From an optimization exercise on the open Yosys and OpenROAD flow, aimed at small area; shortcuts taken in it are not production practice. At most, simulation tests tie the RTL to the original design; equivalence was not proved.

==> 07-23 <==
==> flow/design.v <==
module decimation_filter (
	input mclk1,
	input reset,
	input mdata1,
	output reg [15:0] DATA,
	output reg data_en,
	input [15:0] dec_rate );
wire [7:0] rs = dec_rate[12:5];
wire [11:0] mask = {|dec_rate[12:12], |dec_rate[12:11], |dec_rate[12:10], |dec_rate[12:9],
                    |dec_rate[12:8], |dec_rate[12:7], |dec_rate[12:6], 5'h1F};
function [36:0] radd;
	input [36:0] a, b;
	input cin;
	integer i;
	reg c;
	begin
		c = cin;
		for (i = 0; i < 37; i = i + 1) begin
			radd[i] = a[i] ^ b[i] ^ c;
			c = (a[i] & b[i]) | (c & (a[i] ^ b[i]));
		end
	end
endfunction
function [23:0] kmux;
	input [7:0] s;
	input [23:0] k0, k1, k2, k3, k4, k5, k6, k7;
	kmux = ({24{s[0]}} & k0) | ({24{s[1]}} & k1) | ({24{s[2]}} & k2) | ({24{s[3]}} & k3)
	     | ({24{s[4]}} & k4) | ({24{s[5]}} & k5) | ({24{s[6]}} & k6) | ({24{s[7]}} & k7);
endfunction
wire [23:0] wa_rst = kmux(rs, 24'd136, 24'd528, 24'd2080, 24'd8256, 24'd32896, 24'd131328, 24'd524800, 24'd2098176);
wire [23:0] wb_rst = kmux(rs, 24'd768, 24'd3072, 24'd12288, 24'd49152, 24'd196608, 24'd786432, 24'd3145728, 24'd12582912);
wire [23:0] wc_rst = kmux(rs, 24'd120, 24'd496, 24'd2016, 24'd8128, 24'd32640, 24'd130816, 24'd523776, 24'd2096128);
wire [23:0] wa_0   = kmux(rs, 24'd528, 24'd2080, 24'd8256, 24'd32896, 24'd131328, 24'd524800, 24'd2098176, 24'd8390656);
wire [23:0] wb_0   = kmux(rs, 24'd496, 24'd2016, 24'd8128, 24'd32640, 24'd130816, 24'd523776, 24'd2096128, 24'd8386560);
reg [11:0] n;           
reg [23:0] wa, wb;      
reg [22:0] wc;
reg [2:0] xd;           
reg [36:0] y0;          
reg [35:0] y1;          
reg [33:0] y2;          
reg [15:0] f1, f2;      
wire last = &(n | ~mask);
wire x = xd[2];
wire [12:0] r13 = dec_rate[12:0];
wire [23:0] da = {{12{1'b1}}, n} & {{12{1'b1}}, mask} | ~{12'h000, mask};    
wire [36:0] db37 = radd({24'h0, r13}, ~{24'h0, n, 1'b0}, 1'b1);
wire [13:0] db = db37[13:0];                          
always @(posedge mclk1) begin
	if (reset) begin
		n <= dec_rate[12:1];
		data_en <= 1'b0;
		xd <= 3'b000;
		wa <= wa_rst;
		wb <= wb_rst;
		wc <= wc_rst[22:0];
	end else begin
		n <= radd({25'h0, n}, 37'd0, 1'b1) & mask;
		data_en <= last;
		xd <= {xd[1:0], mdata1};
		if (last) begin
			wa <= wa_0;
			wb <= wb_0;
			wc <= 23'd0;
		end else begin
			wa <= radd({13'h0, wa}, {13'h0, da}, 1'b0);
			wb <= radd({13'h0, wb}, {23'h0, {10{db[13]}}, db}, 1'b0);
			wc <= radd({14'h0, wc}, {25'h0, n}, 1'b0);
		end
	end
end
wire [23:0] xa = {24{x}} & wa;
wire [23:0] xb = {24{x}} & wb;
wire [22:0] xc = {23{x}} & wc;
always @(posedge mclk1) begin
	if (reset) begin
		y0 <= 37'd0;
		y1 <= 36'd0;
		y2 <= 34'd0;
	end else if (data_en) begin
		y0 <= radd({1'b0, y1}, {13'h0, xa}, 1'b0);
		y1 <= radd({3'b000, y2}, {13'h0, xb}, 1'b0);
		y2 <= xc;
	end else begin
		y0 <= radd(y0, {13'h0, xa}, 1'b0);
		y1 <= radd({1'b0, y1}, {13'h0, xb}, 1'b0);
		y2 <= radd({3'b000, y2}, {14'h0, xc}, 1'b0);
	end
end
wire [15:0] word =
	  ({16{rs[0]}} & {y0[14:0], 1'b0}) | ({16{rs[1]}} & y0[17:2])  | ({16{rs[2]}} & y0[20:5])
	| ({16{rs[3]}} & y0[23:8])         | ({16{rs[4]}} & y0[26:11]) | ({16{rs[5]}} & y0[29:14])
	| ({16{rs[6]}} & y0[32:17])        | ({16{rs[7]}} & y0[35:20])
	| {16{|(rs & {y0[36], y0[33], y0[30], y0[27], y0[24], y0[21], y0[18], y0[15]})}};
always @(posedge mclk1) begin
	if (reset) begin
		f1 <= 16'd0;
		f2 <= 16'd0;
		DATA <= 16'd0;
	end else if (data_en) begin
		f1 <= word;
		f2 <= f1;
		DATA <= f2;
	end
end
endmodule
==> flow/run.sh <==
#!/bin/bash
# synth_recipe.tcl (not shown) runs the flow's synth.tcl, then flattens the netlist and writes it again
# the make line also repeats each setting of config.mk as NAME=value (left out here)
make -C /OpenROAD-flow-scripts/flow DESIGN_CONFIG=/design/flow/config.mk WORK_HOME=/design/flow/orfs CLKGATE_MAP_FILE= SYNTH_SCRIPT=/design/flow/synth_recipe.tcl finish
==> flow/config.mk <==
export PLATFORM = sky130hd
export DESIGN_NAME = decimation_filter
export DESIGN_NICKNAME = decimation_filter
export VERILOG_FILES = /design/flow/design.v
export SDC_FILE = /design/flow/constraint.sdc
export NUM_CORES = 4
export LEC_CHECK = 0
export CAP_MARGIN = 20
export CORE_MARGIN = 2
export CORE_UTILIZATION = 40
export SLEW_MARGIN = 20
==> flow/constraint.sdc <==
create_clock -name core_clock -period 10.0 [get_ports {mclk1}]
set_input_delay 2.0000 -clock core_clock [delete_from_list [all_inputs] [get_ports {mclk1}]]
set_output_delay 2.0000 -clock core_clock [all_outputs]
set_load 0.01 [all_outputs]
==> 11-10: changes against 07-23 <==
==> flow/design.v, changed modules only <==
module decimation_filter (
	input mclk1,
	input reset,
	input mdata1,
	output reg [15:0] DATA,
	output reg data_en,
	input [15:0] dec_rate );
function [36:0] radd;
	input [36:0] a, b;
	input cin;
	integer i;
	reg c;
	begin
		c = cin;
		for (i = 0; i < 37; i = i + 1) begin
			radd[i] = a[i] ^ b[i] ^ c;
			c = (a[i] & b[i]) | (c & (a[i] ^ b[i]));
		end
	end
endfunction
function rcarry;
	input [36:0] a, b;
	input cin;
	input integer k;
	integer i;
	reg c;
	begin
		c = cin;
		for (i = 0; i < 37; i = i + 1)
			if (i < k) c = (a[i] & b[i]) | (c & (a[i] ^ b[i]));
		rcarry = c;
	end
endfunction
wire [7:0] rs = dec_rate[12:5];
wire [6:0] mr = {|dec_rate[12:12], |dec_rate[12:11], |dec_rate[12:10], |dec_rate[12:9],
                 |dec_rate[12:8], |dec_rate[12:7], |dec_rate[12:6]};
wire [11:0] mask = {mr, 5'h1F};
function [23:0] kmux;
	input [7:0] s;
	input [23:0] k0, k1, k2, k3, k4, k5, k6, k7;
	kmux = ({24{s[0]}} & k0) | ({24{s[1]}} & k1) | ({24{s[2]}} & k2) | ({24{s[3]}} & k3)
	     | ({24{s[4]}} & k4) | ({24{s[5]}} & k5) | ({24{s[6]}} & k6) | ({24{s[7]}} & k7);
endfunction
wire [23:0] wa_rst = kmux(rs, 24'd120, 24'd496, 24'd2016, 24'd8128, 24'd32640, 24'd130816, 24'd523776, 24'd2096128);
wire [23:0] wc_rst = kmux(rs, 24'd136, 24'd528, 24'd2080, 24'd8256, 24'd32896, 24'd131328, 24'd524800, 24'd2098176);
wire [23:0] wa_0 = kmux(rs, 24'd528, 24'd2080, 24'd8256, 24'd32896, 24'd131328, 24'd524800, 24'd2098176, 24'd8390656);
wire [23:0] wb_0 = kmux(rs, 24'd496, 24'd2016, 24'd8128, 24'd32640, 24'd130816, 24'd523776, 24'd2096128, 24'd8386560);
localparam K = 16;      
reg [11:0] p;           
reg [23:0] wa;          
reg [22:0] wc;          
reg [1:0] xd;           
reg [2:0] rd;           
reg [36:0] y0;
reg [35:0] y1;
reg [33:0] y2;
reg c0, c1, c2;         
reg [15:0] f1, f2, fd;  
wire x = xd[1];
wire z = (p == 12'd0);            
wire last = &(p | ~mask);         
wire [23:0] da = {12'hFFF, p | ~mask};
wire [23:0] m2l = {mask[11], mask[11], mask[10], mask[10], mask[9], mask[9], mask[8], mask[8],
                   mask[7], mask[7], mask[6], mask[6], mask[5], mask[5], mask[4], mask[4],
                   mask[3], mask[3], mask[2], mask[2], mask[1], mask[1], mask[0], mask[0]};
always @(posedge mclk1) begin
	if (reset) begin
		p <= {dec_rate[12:2], 1'b1};
		data_en <= 1'b0;
		xd <= 2'b00;
		wa <= wa_rst;
		wc <= wc_rst[22:0];
	end else begin
		p <= radd({25'h0, p}, 37'd0, 1'b1) & mask;
		data_en <= z;
		xd <= {xd[0], mdata1};
		if (last) begin
			wa <= wa_0;
			wc <= wb_0[22:0];
		end else begin
			wa <= radd({13'h0, wa}, {13'h0, da}, 1'b0);
			wc <= z ? 23'd0 : radd({14'h0, wc}, {25'h0, p}, 1'b0);
		end
	end
end
wire xn = x & ~z;
wire [23:0] a0 = {24{xn}} & wa;
wire [23:0] a2 = {24{x}} & {1'b0, wc};
wire [35:0] p1 = {{12{xn}}, {24{xn}} & ~wa};
wire [35:0] q1 = {12'h000, {24{x}} & ~{1'b0, wc} & m2l};
wire sh = data_en | rd[0] | rd[1] | rd[2];
wire [36:0] b0 = sh ? {1'b0, y1} : y0;
wire bc0 = sh ? c1 : c0;
wire [35:0] b1 = sh ? {2'b00, y2} : y1;
wire bc1 = sh ? c2 : c1;
wire [33:0] b2 = sh ? 34'd0 : y2;
wire bc2 = sh ? 1'b0 : c2;
always @(posedge mclk1) rd <= {rd[1:0], reset};
wire [35:0] s1 = b1 ^ p1 ^ q1;
wire [35:0] k1 = {(b1[34:0] & p1[34:0]) | (b1[34:0] & q1[34:0]) | (p1[34:0] & q1[34:0]), xn};
always @(posedge mclk1) begin
	y0[K-1:0] <= radd(b0, {13'h0, a0}, 1'b0);
	c0        <= rcarry(b0, {13'h0, a0}, 1'b0, K);
	y0[36:K]  <= radd(b0 >> K, {13'h0, a0} >> K, bc0);
	y1[K-1:0] <= radd({1'b0, s1}, {1'b0, k1}, x);
	c1        <= rcarry({1'b0, s1}, {1'b0, k1}, x, K);
	y1[35:K]  <= radd({1'b0, s1} >> K, {1'b0, k1} >> K, bc1);
	y2[K-1:0] <= radd({3'h0, b2}, {13'h0, a2}, 1'b0);
	c2        <= rcarry({3'h0, b2}, {13'h0, a2}, 1'b0, K);
	y2[33:K]  <= radd({3'h0, b2} >> K, {13'h0, a2} >> K, bc2);
end
wire [15:0] word =
	  ({16{rs[0]}} & {y0[14:0], 1'b0}) | ({16{rs[1]}} & y0[17:2])  | ({16{rs[2]}} & y0[20:5])
	| ({16{rs[3]}} & y0[23:8])         | ({16{rs[4]}} & y0[26:11]) | ({16{rs[5]}} & y0[29:14])
	| ({16{rs[6]}} & y0[32:17])        | ({16{rs[7]}} & y0[35:20])
	| {16{|(rs & {y0[36], y0[33], y0[30], y0[27], y0[24], y0[21], y0[18], y0[15]})}};
wire mv = (p[11:4] == 8'd1);
reg zf;                 
always @(posedge mclk1) zf <= reset | (zf & ~data_en);
always @(posedge mclk1) begin
	f1 <= {(mv ? fd[0] : f1[0]) & ~zf, f1[15:1]};
	f2 <= {(mv ? f1[0] : f2[0]) & ~zf, f2[15:1]};
	if (data_en)
		fd <= {word[0], word[15:1]};
	else
		fd <= {(mv ? f2[0] : fd[0]) & ~zf, fd[15:1]};
end
always @(*) DATA = fd;
endmodule
==> flow/flow/run.sh (new file) <==
#!/bin/bash
# Standard ORFS layout (the standard.sh) with two changes:
#  - clock tree synthesis without dummy loads, with small leaf buffers;
#  - port buffers of the smallest buffer cell.
# The make output goes to flow.log in the work folder; ORFS keeps each
# step's own log under orfs/logs.
set -euo pipefail
export CTS_ARGS="-sink_clustering_enable -repair_clock_nets -dont_use_dummy_load -buf_list {sky130_fd_sc_hd__clkbuf_4 sky130_fd_sc_hd__clkbuf_8} -sink_clustering_size 20 -sink_clustering_max_diameter 60"
export BUFFER_PORTS_ARGS="-buffer_cell sky130_fd_sc_hd__buf_1"
bash standard.sh > flow.log 2>&1
==> flow/standard.sh (new file) <==
#!/bin/bash
# synth_recipe.tcl (not shown) runs the flow's synth.tcl, then flattens the netlist and writes it again
# the make line also repeats each setting of config.mk as NAME=value (left out here)
make -C /OpenROAD-flow-scripts/flow DESIGN_CONFIG=/design/flow/config.mk WORK_HOME=/design/flow/orfs CLKGATE_MAP_FILE= SYNTH_SCRIPT=/design/flow/synth_recipe.tcl "${@:-finish}"
--- a/flow/config.mk
+++ b/flow/config.mk
@@ -7,5 +7,5 @@
 export LEC_CHECK = 0
-export CAP_MARGIN = 20
+export CAP_MARGIN = 5
 export CORE_MARGIN = 2
-export CORE_UTILIZATION = 40
-export SLEW_MARGIN = 20
+export CORE_UTILIZATION = 60
+export SLEW_MARGIN = 5
removed: flow/run.sh
==> run summary <==
- Status: finished with violations
- Mux share of post-synthesis cell area: 0.0865
- Worst Slack Setup Final: -654 ps
- SO Viols: setup timing
- Row Count: 69
- Final setup viols: 17
The numbers above come from 07-23.

==> run summary <==
- Status: finished clean
- Mux share of post-synthesis cell area: 0.0733
- Final setup viols: 0
- Total gr overflow: 0
- Row Count: a little over 50
- Seq area share: 0.355
- Worst Slack Setup Final: about 860 ps
- Met1 wire length: around 14,000 um
- Clkbuf count: 18
The numbers above come from 11-10.

No functional check of the RTL was part of 07-23.

[re-timing with driven ports]
The flow's constraints put no driver on any port. The routed layouts listed below were extracted and timed again, unchanged, in two steps. Step 1 (the two cells are an assumption about what drives the block):
set clk [get_ports {mclk1}]
set_driving_cell -lib_cell sky130_fd_sc_hd__clkbuf_16 $clk
set_driving_cell -lib_cell sky130_fd_sc_hd__buf_2 [delete_from_list [all_inputs] $clk]
Step 2 adds t to the input delays and takes it off the output delays; t is the mean of the earliest and latest rising clock arrival at the registers after step 1. Input paths then give back, and output paths get back, about the clock's delay inside the block. a / b / c = ideal / step 1 / step 2; a / b = the first two.
run	t, ns	setup slack, ns	hold slack, ns	worst register clock-pin slew, ns	pins driven straight from the clock port
07-23	0.592	-0.654 / -0.654 / -0.783	0.441 / 0.441 / 0.441	0.06 / 0.06	1
11-10	0.553	0.864 / 0.879 / 0.325	0.335 / 0.335 / 0.335	0.11 / 0.11	1
The setup slack of 11-10, which loses most, moves by +0.015 ns with the drivers and by -0.539 ns with both steps.
